Background: an optimization exercise with open tools, aiming at small area, a short achievable clock period and few clock cycles per item. Do not read the settings as production practice. Only simulation tests tie the RTL to the original design; equivalence was not proved.

==> willow: inputs <==
==> flow/design.v <==
module SQRT(
	RST,
	CLK,
	IN_VALID,
	IN,
	OUT_VALID,
	OUT
);
input CLK;
input RST;
input [15:0] IN;
input IN_VALID;
output [11:0] OUT;
output OUT_VALID;
reg OUT_VALID;
reg [25:0]in_use;
reg [4:0] IN_count;
reg [13:0] ans;
reg [11:0] OUT;
reg [25:0] x;
reg [25:0] tmp;
reg [25:0] tmp2;
reg [25:0] tmp3;
reg [25:0] tmp4;
reg [25:0] tmp5;
reg [25:0] tmp6;
reg [25:0] tmp7;
reg [25:0] tmp8;
reg [25:0] tmp9;
reg [25:0] tmp10;
reg [25:0] tmp11;
reg [25:0] tmp12;
reg [25:0] w1, w2, w3, w4, w5, w6, w7, w8, w9, w10, w11, w12, w13;
reg [13:0] a13;
always @ (posedge CLK) begin
	if(~RST) begin
		if(IN_VALID)
			in_use <= IN << 10;
	end
end
always @ (posedge CLK) begin
	if(~RST) begin
		if(IN_count == 1) begin
			w1 = 13'b1_0000_0000_0000;
			if(in_use > (w1 * w1)) w1[11] = 1;
			else begin
				w1[12] = 0;
				w1[11] = 1;
			end
			x <= w1;
		end
	end
end
always @ (posedge CLK) begin
	if(~RST) begin
		if(IN_count == 2) begin
			w2 = x;
			if(in_use > (w2 * w2)) w2[10] = 1;
			else begin
				w2[11] = 0;
				w2[10] = 1;
			end
			tmp <= w2;
		end
	end	
end
always @ (posedge CLK) begin
	if(~RST) begin
		if(IN_count == 3) begin
			w3 = tmp;
			if(in_use > (w3 * w3)) w3[9] = 1;
			else begin
				w3[10] = 0;
				w3[9] = 1;
			end
			tmp2 <= w3;
		end
	end	
end
always @ (posedge CLK) begin
	if(~RST) begin
		if(IN_count == 4) begin
			w4 = tmp2;
			if(in_use > (w4 * w4)) w4[8] = 1;
			else begin
				w4[9] = 0;
				w4[8] = 1;
			end
			tmp3 <= w4;
		end
	end	
end
always @ (posedge CLK) begin
	if(~RST) begin
		if(IN_count == 5) begin
			w5 = tmp3;
			if(in_use > (w5 * w5)) w5[7] = 1;
			else begin
				w5[8] = 0;
				w5[7] = 1;
			end
			tmp4 <= w5;
		end
	end	
end
always @ (posedge CLK) begin
	if(~RST) begin
		if(IN_count == 6) begin
			w6 = tmp4;
			if(in_use > (w6 * w6)) w6[6] = 1;
			else begin
				w6[7] = 0;
				w6[6] = 1;
			end
			tmp5 <= w6;
		end
	end	
end
always @ (posedge CLK) begin
	if(~RST) begin
		if(IN_count == 7) begin
			w7 = tmp5;
			if(in_use > (w7 * w7)) w7[5] = 1;
			else begin
				w7[6] = 0;
				w7[5] = 1;
			end
			tmp6 <= w7;
		end
	end	
end
always @ (posedge CLK) begin
	if(~RST) begin
		if(IN_count == 8) begin
			w8 = tmp6;
			if(in_use > (w8 * w8)) w8[4] = 1;
			else begin
				w8[5] = 0;
				w8[4] = 1;
			end
			tmp7 <= w8;
		end
	end	
end
always @ (posedge CLK) begin
	if(~RST) begin
		if(IN_count == 9) begin
			w9 = tmp7;
			if(in_use > (w9 * w9)) w9[3] = 1;
			else begin
				w9[4] = 0;
				w9[3] = 1;
			end
			tmp8 <= w9;
		end
	end	
end
always @ (posedge CLK) begin
	if(~RST) begin
		if(IN_count == 10) begin
			w10 = tmp8;
			if(in_use > (w10 * w10)) w10[2] = 1;
			else begin
				w10[3] = 0;
				w10[2] = 1;
			end
			tmp9 <= w10;
		end
	end	
end
always @ (posedge CLK) begin
	if(~RST) begin
		if(IN_count == 11) begin
			w11 = tmp9;
			if(in_use > (w11 * w11)) w11[1] = 1;
			else begin
				w11[2] = 0;
				w11[1] = 1;
			end
			tmp10 <= w11;
		end
	end	
end
always @ (posedge CLK) begin
	if(~RST) begin
		if(IN_count == 12) begin
			w12 = tmp10;
			if(in_use > (w12 * w12)) w12[0] = 1;
			else begin
				w12[1] = 0;
				w12[0] = 1;
			end
			tmp11 <= w12;
		end
	end	
end
always @ (posedge CLK) begin
	if(~RST) begin
		if(IN_count == 13) begin
			w13 = tmp11;
			if(in_use > (w13 * w13)) w13[0] = 1;
			else begin
				w13[0] = 0;
			end
			tmp12 <= w13;
			a13 = w13;
			if(a13[0] == 1) a13 = a13 + 1;
			a13 = a13 >> 1;	
			ans <= a13;
		end
	end	
end
always @(posedge CLK) begin
	if(RST)
		OUT_VALID <= 1'b0;
	else if(IN_count == 14) begin
		OUT <= ans;
		OUT_VALID <= 1'b1;
	end	
	else begin
		OUT_VALID <= 1'b0;
	end
end
always @(posedge CLK) begin
   if(RST)
	IN_count <= 15;
   else if(IN_VALID)
	IN_count <= 1;
   else if(IN_count != 15)
	IN_count <= IN_count +1 ;
end
endmodule
==> flow/run.sh <==
#!/bin/bash
# synth_recipe.tcl (not shown) runs the flow's synth.tcl, then flattens the netlist and writes it again
# the make line also repeats each setting of config.mk as NAME=value (left out here)
make -C /OpenROAD-flow-scripts/flow DESIGN_CONFIG=/design/flow/config.mk WORK_HOME=/design/flow/orfs CLKGATE_MAP_FILE= SYNTH_SCRIPT=/design/flow/synth_recipe.tcl finish
==> flow/config.mk <==
export PLATFORM = sky130hd
export DESIGN_NAME = SQRT
export DESIGN_NICKNAME = SQRT
export VERILOG_FILES = /design/flow/design.v
export SDC_FILE = /design/flow/constraint.sdc
export NUM_CORES = 4
export LEC_CHECK = 0
export CAP_MARGIN = 20
export CORE_MARGIN = 2
export CORE_UTILIZATION = 40
export SLEW_MARGIN = 20
==> flow/constraint.sdc <==
create_clock -name core_clock -period 10.0 [get_ports {CLK}]
set_input_delay 2.0000 -clock core_clock [delete_from_list [all_inputs] [get_ports {CLK}]]
set_output_delay 2.0000 -clock core_clock [all_outputs]
set_load 0.01 [all_outputs]
==> inputs of juniper, as changes to willow <==
==> flow/design.v, changed modules only <==
module SQRT(
	RST,
	CLK,
	IN_VALID,
	IN,
	OUT_VALID,
	OUT
);
input CLK;
input RST;
input [15:0] IN;
input IN_VALID;
output [11:0] OUT;
output OUT_VALID;
reg OUT_VALID;
reg [13:0] G;       
reg [2:0] L;        
reg [13:0] E;       
reg formP;          
reg cin;            
wire idle = ~E[0];
reg [12:0] hot;
reg run;
integer i;
always @(*) begin
	run = 1'b1;
	for (i = 0; i < 13; i = i + 1) begin
		run = run & E[i];
		hot[i] = run & ~E[i+1];
	end
end
wire last = hot[0];
wire [12:0] B = E[13:1];
wire [14:0] sum = {1'b0, G} + {2'b01, ~B} + {14'd0, cin};
wire acc = sum[14];
wire xbit = L[2] ^ ~(L[1] | L[0]);   
wire inbit = (formP | acc) ? xbit : L[2];
wire [13:0] rem = acc ? sum[13:0] : G;
wire big = (&IN[15:4]) & (|IN[3:0]);
always @(posedge CLK) begin
	if (idle) begin
		G <= big ? 14'd0 : {1'b0, IN[15:3]};
		L <= big ? 3'd0 : IN[2:0];
		formP <= 1'b0;
		cin <= |IN[2:0];
	end else begin
		cin <= formP | acc | (|L[1:0]);
		G <= {rem[12:0], inbit};
		L <= {L[1:0], 1'b0};
		formP <= formP | acc;
	end
end
always @(posedge CLK) begin
	if (RST)
		E[0] <= 1'b0;
	else if (IN_VALID)
		E[0] <= 1'b1;
	else if (hot[0])
		E[0] <= 1'b0;
	for (i = 1; i < 14; i = i + 1) begin
		if (IN_VALID)
			E[i] <= (i < 12);
		else if (i >= 2 && hot[i-2])
			E[i] <= acc;
		else if (i < 13 && hot[i])
			E[i] <= 1'b0;
	end
end
assign OUT = E[13:2];
always @(posedge CLK) begin
	if (RST)
		OUT_VALID <= 1'b0;
	else
		OUT_VALID <= last;
end
endmodule
==> flow/flow/run.sh (new file) <==
#!/bin/bash
# Standard layout, except:
# - ABC maps the logic with flow/area.abc (area-oriented) instead of the speed script;
#   everything else in synthesis is the standard script (synth_recipe.tcl), so the
#   registers and their names are the standard synthesis's;
# - the smallest buffer on each input and output port;
# - timing repair aimed at a setup slack well beyond the required 0.
set -euo pipefail
W=$PWD
export BUFFER_PORTS_ARGS="-buffer_cell sky130_fd_sc_hd__buf_1"
export SETUP_SLACK_MARGIN=6.7
export MY_ABC_SCRIPT=$W/flow/area.abc
export FLOW_SYNTH_TCL=$W/synth_recipe.tcl
sed "s#SYNTH_SCRIPT=[^ ]*#SYNTH_SCRIPT=$W/flow/my_synth.tcl#" standard.sh > my_standard.sh
grep -q "SYNTH_SCRIPT=$W/flow/my_synth.tcl" my_standard.sh
bash my_standard.sh > standard_make.log 2>&1
==> flow/flow/area.abc (new file) <==
strash
&get -n
&dch -f
&nf -R 1000
&put
topo
==> flow/flow/my_synth.tcl (new file) <==
# The standard synthesis, with its ABC mapping script replaced by the one in MY_ABC_SCRIPT.
proc abc {args} {
  set i [lsearch -exact $args -script]
  if { $i >= 0 && [info exists ::env(MY_ABC_SCRIPT)] } {
    set args [lreplace $args [expr {$i + 1}] [expr {$i + 1}] $::env(MY_ABC_SCRIPT)]
  }
  yosys abc {*}$args
}
source $::env(FLOW_SYNTH_TCL)
==> flow/standard.sh (new file) <==
#!/bin/bash
# synth_recipe.tcl (not shown) runs the flow's synth.tcl, then flattens the netlist and writes it again
# the make line also repeats each setting of config.mk as NAME=value (left out here)
make -C /OpenROAD-flow-scripts/flow DESIGN_CONFIG=/design/flow/config.mk WORK_HOME=/design/flow/orfs CLKGATE_MAP_FILE= SYNTH_SCRIPT=/design/flow/synth_recipe.tcl "${@:-finish}"
- CORE_UTILIZATION: 40 -> 60
removed: flow/run.sh
==> inputs of tundra, as changes to willow <==
==> flow/design.v, changed modules only <==
module SQRT(
	RST,
	CLK,
	IN_VALID,
	IN,
	OUT_VALID,
	OUT
);
input CLK;
input RST;
input [15:0] IN;
input IN_VALID;
output [11:0] OUT;
output OUT_VALID;
reg OUT_VALID;
reg [3:0] k;        
reg [13:0] G;       
reg [2:0] L;        
reg [12:0] B;       
reg formP;          
wire idle = (k == 4'd15);
wire last = (k == 4'd0);
wire cin = formP | (|L);
wire [14:0] sum = {1'b0, G} + {2'b01, ~B} + {14'd0, cin};
wire acc = sum[14];
wire xbit = L[2] ^ ~(L[1] | L[0]);   
wire inbit = (formP | acc) ? xbit : L[2];
wire [13:0] rem = acc ? sum[13:0] : G;
wire big = (&IN[15:4]) & (|IN[3:0]);
always @(posedge CLK) begin
	if (idle) begin
		G <= big ? 14'd0 : {1'b0, IN[15:3]};
		L <= big ? 3'd0 : IN[2:0];
		formP <= 1'b0;
	end else begin
		formP <= formP | acc;
		G <= {rem[12:0], inbit};
		L <= {L[1:0], 1'b0};
	end
end
integer i;
always @(posedge CLK) begin
	for (i = 0; i < 13; i = i + 1) begin
		if (idle)
			B[i] <= (i < 11);
		else if (k == i - 1)
			B[i] <= acc;
		else if (k == i + 1)
			B[i] <= 1'b0;
	end
end
assign OUT = B[12:1];
always @(posedge CLK) begin
	if (RST)
		k <= 4'd15;
	else if (IN_VALID)
		k <= 4'd11;
	else if (!idle)
		k <= k - 4'd1;
end
always @(posedge CLK) begin
	if (RST)
		OUT_VALID <= 1'b0;
	else
		OUT_VALID <= last;
end
endmodule
==> flow/flow/run.sh (new file) <==
#!/bin/bash
# Standard layout, with the smallest buffer on each input and output port,
# and timing repair aimed at a setup slack well beyond the required 0.
set -euo pipefail
export BUFFER_PORTS_ARGS="-buffer_cell sky130_fd_sc_hd__buf_1"
export SETUP_SLACK_MARGIN=7.3
bash standard.sh > standard_make.log 2>&1
==> flow/standard.sh (new file) <==
#!/bin/bash
# synth_recipe.tcl (not shown) runs the flow's synth.tcl, then flattens the netlist and writes it again
# the make line also repeats each setting of config.mk as NAME=value (left out here)
make -C /OpenROAD-flow-scripts/flow DESIGN_CONFIG=/design/flow/config.mk WORK_HOME=/design/flow/orfs CLKGATE_MAP_FILE= SYNTH_SCRIPT=/design/flow/synth_recipe.tcl "${@:-finish}"
- CORE_UTILIZATION: 40 -> 60
removed: flow/run.sh
==> results.txt <==
| metric | juniper | tundra | willow |
|---|---|---|---|
| Status | timing/DRC/antenna clean | timing/DRC/antenna clean | timing/DRC/antenna clean |
| Post-DR wirelength/cell | 13.0 um | 16.5 um | 16.3 um |
| Transition time of the tightest slew-check pin | 0.865 ns | 0.849 ns | 0.832 ns |
| Final worst slack | 6.87 ns | 7.07 ns | 1.23 ns |
| Synth cell types | 27 | 46 | 69 |
| Cell type with the highest aggregate area in the netlist | sky130_fd_sc_hd__dfxtp_1 | sky130_fd_sc_hd__dfxtp_1 | sky130_fd_sc_hd__fa_1 |
| Clock tree buffer count of the final layout | 7 | 5 | 19 |
| Finished Cell Area | 1990 um2 | 2840 um2 | 28,400 um2 |
| Buffers plus inverters on the worst setup path | 1 | 2 | 8 |
| Highest net fanout along the worst path | 16 | 8 | 14 |
| DRC violation total after the first TritonRoute iteration | 72 | 166 | 788 |
| Complex-gate fraction of the synthesized area | 21.9% | 21.8% | 8.26% |
| Total CTS buffers | 5 | 5 | 17 |
Testbench counts of willow, summed over its fixed seeds: cycles 48,008, items 3,200.
Testbench counts of juniper, summed over its fixed seeds: cycles 41,608, items 3,200.
Testbench counts of tundra, summed over its fixed seeds: cycles 41,608, items 3,200.

-- re-timing with driven ports --
How much do the figures lean on ideal ports? The routed layouts below were timed once more, with nothing changed but the port constraints.
Step 1: set_driving_cell puts a clkbuf_16 on CLK and a buf_2 on each other input, an assumption about the parent block.
Step 2 also shifts input and output timing later by t, the mid clock arrival at the registers, as if the neighbouring blocks saw the same clock.
a / b / c = ideal ports / drivers / drivers and shift; a / b = the first two.
run	t, ns	setup slack, ns	worst hold slack (ns)	latest minus earliest clock arrival (ns)	pins driven straight from the clock port
willow	0.501	1.231 / 1.231 / 1.231	0.415 / 0.415 / 0.415	0.020 / 0.020	1
juniper	0.357	6.868 / 6.870 / 6.513	0.498 / 0.498 / 0.498	0.015 / 0.015	1
tundra	0.317	7.072 / 7.069 / 6.752	0.472 / 0.472 / 0.472	0.006 / 0.006	1
After both steps every run listed still meets setup and hold. The setup slack of juniper, which loses most, moves by +0.002 ns with the drivers and by -0.355 ns with both steps.
